This design comes from an exercise in tuning for small area and a short achievable clock period on the open sky130 flow, not from production work.
In this exercise RTL edits were held to simulation tests only and were not proved equivalent to the original.
Power and IR drop assume default switching activity.

## srpt_grant_pkts
module srpt_grant_pkts #(parameter MAX_OVERCOMMIT = 8,
			 parameter MAX_OVERCOMMIT_LOG2 = 3,
			 parameter MAX_SRPT = 64)
   (input ap_clk, ap_rst, ap_ce, ap_start, ap_continue,
    input			 header_in_empty_i,
    output reg			 header_in_read_en_o,
    input [63:0]		 header_in_data_i,
    input			 grant_pkt_full_i,
    output reg			 grant_pkt_write_en_o,
    output reg [96:0]		 grant_pkt_data_o,
    output			 ap_idle, ap_done, ap_ready);
Settings: LEC_CHECK=0, CAP_MARGIN=20, CORE_MARGIN=2, CORE_UTILIZATION=45, SLEW_MARGIN=20, SYNTH_HIERARCHICAL=1, SYNTH_MEMORY_MAX_BITS=8192, SYNTH_MINIMUM_KEEP_SIZE=0; clock period 15.0 ns.
standard.sh (not shown) runs the stock make flow with config.mk's settings and CLKGATE_MAP_FILE= SYNTH_SCRIPT=/design/flow/synth_recipe.tcl, a recipe that flattens the netlist after the stock synthesis.
==> flow/flow/run.sh <==
#!/bin/bash
# The standard layout (standard.sh), with changes to how it is made:
#  - timing repair aims at a setup margin below the clock period, so the
#    resizer keeps working on paths that already meet the 15 ns clock;
#  - timing repair does not clone gates (a clone adds load to the gate that
#    drives it, which nothing repairs after routing);
#  - clock tree synthesis without dummy loads and with larger sink clusters.
# Synthesis, floorplan, placement, routing and the constraints are the standard flow's own.
set -euo pipefail
bash standard.sh SETUP_SLACK_MARGIN=7.5 SKIP_GATE_CLONING=1 \
  "CTS_ARGS=-sink_clustering_enable -repair_clock_nets -sink_clustering_size 20 -sink_clustering_max_diameter 80 -dont_use_dummy_load" \
  finish > standard_finish.log 2>&1
The baseline passed the timing, design-rule and antenna checks.
Next try:
CORE_UTILIZATION = 40   (was 45)
Global-route usage falls by 3.1 points; setup slack got worse by 0.093 ns; total power stays flat; final area rises by 0.50%.
Next try:
==> flow/flow/run.sh (replaced) <==
#!/bin/bash
# The standard layout (standard.sh), with changes to how it is made:
#  - timing repair does not clone gates (a clone adds load to the gate that
#    drives it, which nothing repairs after routing);
#  - clock tree synthesis without dummy loads and with larger sink clusters.
# Synthesis, floorplan, placement, routing and the constraints are the standard flow's own.
set -euo pipefail
cts="CTS_ARGS=-sink_clustering_enable -repair_clock_nets -sink_clustering_size 20 -sink_clustering_max_diameter 80 -dont_use_dummy_load"
bash standard.sh SETUP_SLACK_MARGIN=7.5 SKIP_GATE_CLONING=1 "$cts" cts > standard_cts.log 2>&1
bash standard.sh SETUP_SLACK_MARGIN=8.0 SKIP_GATE_CLONING=1 "$cts" finish > standard_finish.log 2>&1
CORE_UTILIZATION = 45   (was 40)
Power increases slightly.
Clock skew increases by 0.030 ns.
Wire length increases slightly.
Via count stays flat.
Flip-flop and latch count stays the same.
Combinational power increases by about a fifth.
Worst setup slack gets better by 0.094 ns.
Next try:
==> flow/flow/run.sh (replaced) <==
#!/bin/bash
# The standard layout (standard.sh), with changes to how it is made:
#  - timing repair aims at a setup margin below the clock period, so the
#    resizer keeps working on paths that already meet the 15 ns clock;
#  - timing repair does not clone gates (a clone adds load to the gate that
#    drives it, which nothing repairs after routing);
#  - clock tree synthesis without dummy loads and with larger sink clusters.
# Synthesis, floorplan, placement, routing and the constraints are the standard flow's own.
set -euo pipefail
bash standard.sh SETUP_SLACK_MARGIN=7.5 SKIP_GATE_CLONING=1 \
  "CTS_ARGS=-sink_clustering_enable -repair_clock_nets -sink_clustering_size 20 -sink_clustering_max_diameter 80 -dont_use_dummy_load" \
  finish > standard_finish.log 2>&1
CORE_UTILIZATION = 50   (was 45)
Outcome: Count of clock-buffer cells in the layout went up by 3; clock skew barely changes; sequential cell count does not change; worst hold slack gets better by 0.026 ns; maximum frequency went down by 3.4%; routed wire length went up by 0.87%; synthesized area is unchanged; combinational power went down by 14%; setup slack gets worse by 0.27 ns; register-to-register slack gets worse by 0.31 ns.
Next try:
--- a/flow/flow/run.sh
+++ b/flow/flow/run.sh
@@ -9,4 +9,4 @@
 set -euo pipefail
 bash standard.sh SETUP_SLACK_MARGIN=7.5 SKIP_GATE_CLONING=1 \
-  "CTS_ARGS=-sink_clustering_enable -repair_clock_nets -sink_clustering_size 20 -sink_clustering_max_diameter 80 -dont_use_dummy_load" \
+  "CTS_ARGS=-sink_clustering_enable -repair_clock_nets -sink_clustering_size 25 -sink_clustering_max_diameter 90 -dont_use_dummy_load" \
   finish > standard_finish.log 2>&1
CORE_UTILIZATION = 45   (was 50)
Effect: The new run produced a clean layout. Setup slack improved by 0.11 ns. Maximum frequency rises by 1.3%. Clock-buffer cell count falls by 81. Power falls by about 3.6%. Sequential cell count stays the same. Utilization falls by 5.5 points. Wire length falls by 4.0%. Cell area stays flat. Global-route usage falls by 5.7 points.

-- afterwards: timing with drivers on the ports --
How much do the figures lean on ideal ports? The routed layouts below were timed once more, with nothing changed but the port constraints. Step 1, drivers: a clkbuf_16 drives ap_clk and a buf_2 each remaining input, both assumed. Step 2 also shifts input and output timing later by t, the mid clock arrival at the registers, as if the neighbouring blocks saw the same clock. Slacks: ideal ports / drivers / drivers and shift; pairs: ideal ports / drivers.
run | shift t [ns] | slack for setup (ns) | worst setup path after step 2 | clock arrival spread, ns
the first run | 1.223 | 7.088 / 7.088 / 5.978 | input to register | 0.142 / 0.143
the second run | 1.210 | 6.995 / 7.117 / 5.908 | input to register | 0.150 / 0.149
the third run | 1.222 | 7.089 / 7.120 / 5.973 | input to register | 0.146 / 0.146
the fourth run | 1.229 | 6.814 / 6.814 / 5.861 | input to register | 0.153 / 0.152
the fifth run | 1.197 | 6.923 / 6.979 / 5.826 | input to register | 0.119 / 0.120
After both steps setup and hold are still met in every run listed. For the third run, which loses most, drivers alone change the setup slack by +0.031 ns; drivers and shift together by -1.116 ns.
